Context: an optimization exercise on an open-source flow, tuned for small area. The choices shown serve that exercise and are no tape-out recipe.
The RTL was checked by simulation tests, not by an equivalence proof against the original design.
No activity file was given, so power comes from the tool's default toggle rates.

// stg_game
module stg_game(
	clk,
	rst,
	tick_1ms,
	btnstate,
	switch,
	planex,
	planey,
	mybx,
	myby,
	bossx,
	bossy,
	enmx1,
	enmy1,
	enmx2,
	enmy2,
	enmx3,
	enmy3,
	enmx4,
	enmy4,
	bigbulletx1,
	bigbullety1,
	bigbulletx2,
	bigbullety2,
	bulletx1,
	bullety1,
	bulletx2,
	bullety2,
	bulletx3,
	bullety3,
	bulletx4,
	bullety4,
	bulletx5,
	bullety5,
	bulletx6,
	bullety6,
	bulletx7,
	bullety7,
	bulletx8,
	bullety8,
	bulletx9,
	bullety9,
	bulletx10,
	bullety10,
	bulletx11,
	bullety11,
	bulletx12,
	bullety12,
	life,
	boss,
	enma1,
	enma2,
	enma3,
	enma4,
	gameclear
	);
==> flow/config.mk <==
export PLATFORM = sky130hd
export DESIGN_NAME = stg_game
export DESIGN_NICKNAME = stg_game
export VERILOG_FILES = /design/flow/design.v
export SDC_FILE = /design/flow/constraint.sdc
export NUM_CORES = 4
export LEC_CHECK = 0
export CAP_MARGIN = 20
export CORE_MARGIN = 2
export CORE_UTILIZATION = 40
export GPL_TIMING_DRIVEN = 0
export PLACE_DENSITY = 0.6
export SLEW_MARGIN = 20
==> flow/constraint.sdc <==
create_clock -name core_clock -period 10.0 [get_ports {clk}]
set_input_delay 2.0000 -clock core_clock [delete_from_list [all_inputs] [get_ports {clk}]]
set_output_delay 2.0000 -clock core_clock [all_outputs]
set_load 0.01 [all_outputs]
standard.sh (not shown) runs the stock make flow with config.mk's settings and CLKGATE_MAP_FILE= SYNTH_SCRIPT=/design/flow/synth_recipe.tcl, a recipe that flattens the netlist after the stock synthesis.
==> flow/flow/run.sh <==
#!/bin/bash
# The standard layout (standard.sh) with three changes:
#  - synthesis is synth_recipe.tcl unchanged except that the final abc call
#    maps with an area-oriented script (flow/area.abc);
#  - port buffers are sky130_fd_sc_hd__buf_1;
#  - the clock tree uses larger sink clusters and no dummy loads.
set -euo pipefail
W=$(pwd)
{
  echo "proc abc {args} { set i [lsearch \$args -script]; if {\$i >= 0} { lset args [expr {\$i+1}] $W/flow/area.abc }; yosys abc {*}\$args }"
  cat synth_recipe.tcl
} > area_synth.tcl
sed -e "s#SYNTH_SCRIPT=[^ ]*#SYNTH_SCRIPT=$W/area_synth.tcl#" standard.sh > area_standard.sh
export BUFFER_PORTS_ARGS="-buffer_cell sky130_fd_sc_hd__buf_1"
export SYNTH_INSBUF=0
export CTS_ARGS="-sink_clustering_enable -repair_clock_nets -dont_use_dummy_load -sink_clustering_size 16 -sink_clustering_max_diameter 80 -buf_list sky130_fd_sc_hd__clkbuf_8"
bash area_standard.sh > area_standard.log 2>&1
==> flow/flow/area.abc <==
strash
ifraig
scorr
dc2
dc2
strash
dch -f
amap -F 3 -A 10
topo
Change:
--- a/flow/flow/run.sh
+++ b/flow/flow/run.sh
@@ -14,4 +14,3 @@
 export BUFFER_PORTS_ARGS="-buffer_cell sky130_fd_sc_hd__buf_1"
-export SYNTH_INSBUF=0
-export CTS_ARGS="-sink_clustering_enable -repair_clock_nets -dont_use_dummy_load -sink_clustering_size 16 -sink_clustering_max_diameter 80 -buf_list sky130_fd_sc_hd__clkbuf_8"
+export CTS_ARGS="-sink_clustering_enable -repair_clock_nets -dont_use_dummy_load -sink_clustering_size 24 -sink_clustering_max_diameter 100 -buf_list sky130_fd_sc_hd__clkbuf_16"
 bash area_standard.sh > area_standard.log 2>&1
- CORE_UTILIZATION: 40 -> 50
- PLACE_DENSITY: 0.6 -> 0.65
The new run finished with timing, DRC and antenna clean.
Power increases slightly.
Via count rose slightly.
Global-route usage is higher by 6.0 points.
Combinational power climbs by a little under a tenth.
Routed wire length goes down by a few percent.
Design area came out higher slightly.
Cell count decreases slightly.
First-iteration DRC count increases by a few percent.
Die area is lower by about a fifth.

========
== fjord ==
Another version of the RTL of stg_game (not shown whole).
For scale: about 2500 cells after synthesis, about 24000 um2 of cells after synthesis.
## stg_game
module stg_game(
	clk,
	rst,
	tick_1ms,
	btnstate,
	switch,
	planex,
	planey,
	mybx,
	myby,
	bossx,
	bossy,
	enmx1,
	enmy1,
	enmx2,
	enmy2,
	enmx3,
	enmy3,
	enmx4,
	enmy4,
	bigbulletx1,
	bigbullety1,
	bigbulletx2,
	bigbullety2,
	bulletx1,
	bullety1,
	bulletx2,
	bullety2,
	bulletx3,
	bullety3,
	bulletx4,
	bullety4,
	bulletx5,
	bullety5,
	bulletx6,
	bullety6,
	bulletx7,
	bullety7,
	bulletx8,
	bullety8,
	bulletx9,
	bullety9,
	bulletx10,
	bullety10,
	bulletx11,
	bullety11,
	bulletx12,
	bullety12,
	life,
	boss,
	enma1,
	enma2,
	enma3,
	enma4,
	gameclear
	);
input clk;
input rst;
input tick_1ms;
input [3:0]btnstate;
input switch;
output [9:0]planex;
output [9:0]planey;
output [9:0]mybx;
output [9:0]myby;
output [9:0]bossx;
output [9:0]bossy;
output [9:0]enmx1;
output [9:0]enmy1;
output [9:0]enmx2;
output [9:0]enmy2;
output [9:0]enmx3;
output [9:0]enmy3;
output [9:0]enmx4;
output [9:0]enmy4;
output [9:0]bigbulletx1;
output [9:0]bigbullety1;
output [9:0]bigbulletx2;
output [9:0]bigbullety2;
output [9:0]bulletx1;
output [9:0]bullety1;
output [9:0]bulletx2;
output [9:0]bullety2;
output [9:0]bulletx3;
output [9:0]bullety3;
output [9:0]bulletx4;
output [9:0]bullety4;
output [9:0]bulletx5;
output [9:0]bullety5;
output [9:0]bulletx6;
output [9:0]bullety6;
output [9:0]bulletx7;
output [9:0]bullety7;
  ...
export LEC_CHECK = 0
export CAP_MARGIN = 20
export CORE_MARGIN = 2
export CORE_UTILIZATION = 55
export PLACE_DENSITY = 0.7
export SLEW_MARGIN = 20
create_clock -name core_clock -period 10.0 [get_ports {clk}]
==> flow/flow/run.sh <==
#!/bin/bash
# The standard layout (standard.sh) with these changes:
#  - synthesis is synth_recipe.tcl unchanged except that the final abc call
#    maps with an area-oriented script (flow/area.abc);
#  - synthesis inserts no pass-through buffers (SYNTH_INSBUF=0); every port
#    still gets its buffer from buffer_ports, as sky130_fd_sc_hd__buf_1;
#  - the clock tree uses clkbuf_8, larger sink clusters and no dummy loads.
# ORFS keeps each step's log under orfs/logs; make's output goes to
# area_standard.log.
set -euo pipefail
W=$(pwd)
{
  echo "proc abc {args} { set i [lsearch \$args -script]; if {\$i >= 0} { lset args [expr {\$i+1}] $W/flow/area.abc }; yosys abc {*}\$args }"
  cat synth_recipe.tcl
} > area_synth.tcl
sed -e "s#SYNTH_SCRIPT=[^ ]*#SYNTH_SCRIPT=$W/area_synth.tcl#" standard.sh > area_standard.sh
export BUFFER_PORTS_ARGS="-buffer_cell sky130_fd_sc_hd__buf_1"
export SYNTH_INSBUF=0
export CTS_ARGS="-sink_clustering_enable -repair_clock_nets -dont_use_dummy_load -sink_clustering_size 16 -sink_clustering_max_diameter 80 -buf_list sky130_fd_sc_hd__clkbuf_8"
bash area_standard.sh > area_standard.log 2>&1
==> flow/flow/area.abc <==
strash
&get -n
&deepsyn -T 30
&put
dch -f
amap -F 3 -A 10
topo
Input changes introduced in quartz (baseline for comparison: fjord):
Settings: CORE_UTILIZATION now 65, was 55; SLEW_MARGIN now 5, was 20; CAP_MARGIN now 5, was 20; PLACE_DENSITY now 0.8, was 0.7.
### Flow results
quartz: total number of vias 908 above fjord. In quartz relative to fjord, non-clock buffer count had gone up slightly. The portion of the layout cell area used by non-clock buffers of fjord and that of quartz are within noise of each other. Sort quartz and fjord by standard cell core area desc -> top: fjord. Status: sum of routed wire length over all layers parity (fjord, quartz). Internal power summed over all cells shrinks by a few percent when moving from fjord to quartz. [quartz] number of detailed-route iterations in the first pass rose 4 relative to fjord. I/O pin total came out exactly the same in quartz and fjord. Compare quartz and fjord | final worst-path cycle share higher: quartz. Height of the chip in quartz is about 8% below fjord. quartz ended with less power per standard cell area than fjord.
#### Input delta (ember over quartz)
Settings: a change of PLACE_DENSITY from 0.8 to 0.7; a change of CORE_UTILIZATION from 65 to 55.
==> run notes <==
Re global placer's final weighted congestion: quartz was higher than ember. [ember] buffer count excluding the clock tree in the final layout fell about 0.7% relative to quartz. On multi-input gate area in the final layout, quartz and ember are neck and neck. The placeable core area in ember was higher than what quartz gave. NOTE: utilization of the core after routing in ember falls short of that of quartz.

==> afterwards: timing with drivers on the ports <==
Ports are ideal in the flow. The routed layouts listed here were re-timed in OpenROAD.
Step 1 assumes that a clkbuf_16 drives the clock port and a buf_2 every other input.
Step 2 times the ports against the registers' clock, not the clock port: input delays grow and output delays shrink by t, the midpoint of the rising clock arrivals with the driver on.
Slacks: ideal ports / drivers / drivers and shift; pairs: ideal ports / drivers.
| run | t (ns) | slack for setup (ns) | worst register clock-pin slew, ns | worst data-port slew with drivers (ns) | pins driven straight from the clock port |
|---|---|---|---|---|---|
| the first run of note 1 | 0.684 | 1.608 / 1.608 / 1.608 | 0.12 / 0.12 | 0.03 | 1 |
| the second run of note 1 | 0.627 | 1.535 / 1.535 / 1.535 | 0.11 / 0.11 | 0.04 | 1 |
| fjord | 0.678 | 2.185 / 2.185 / 2.185 | 0.11 / 0.11 | 0.04 | 1 |
| quartz | 0.732 | 1.797 / 1.797 / 1.797 | 0.12 / 0.12 | 0.04 | 1 |
| ember | 0.676 | 2.160 / 2.160 / 2.160 | 0.11 / 0.11 | 0.04 | 1 |
After both steps every run listed still meets setup and hold.
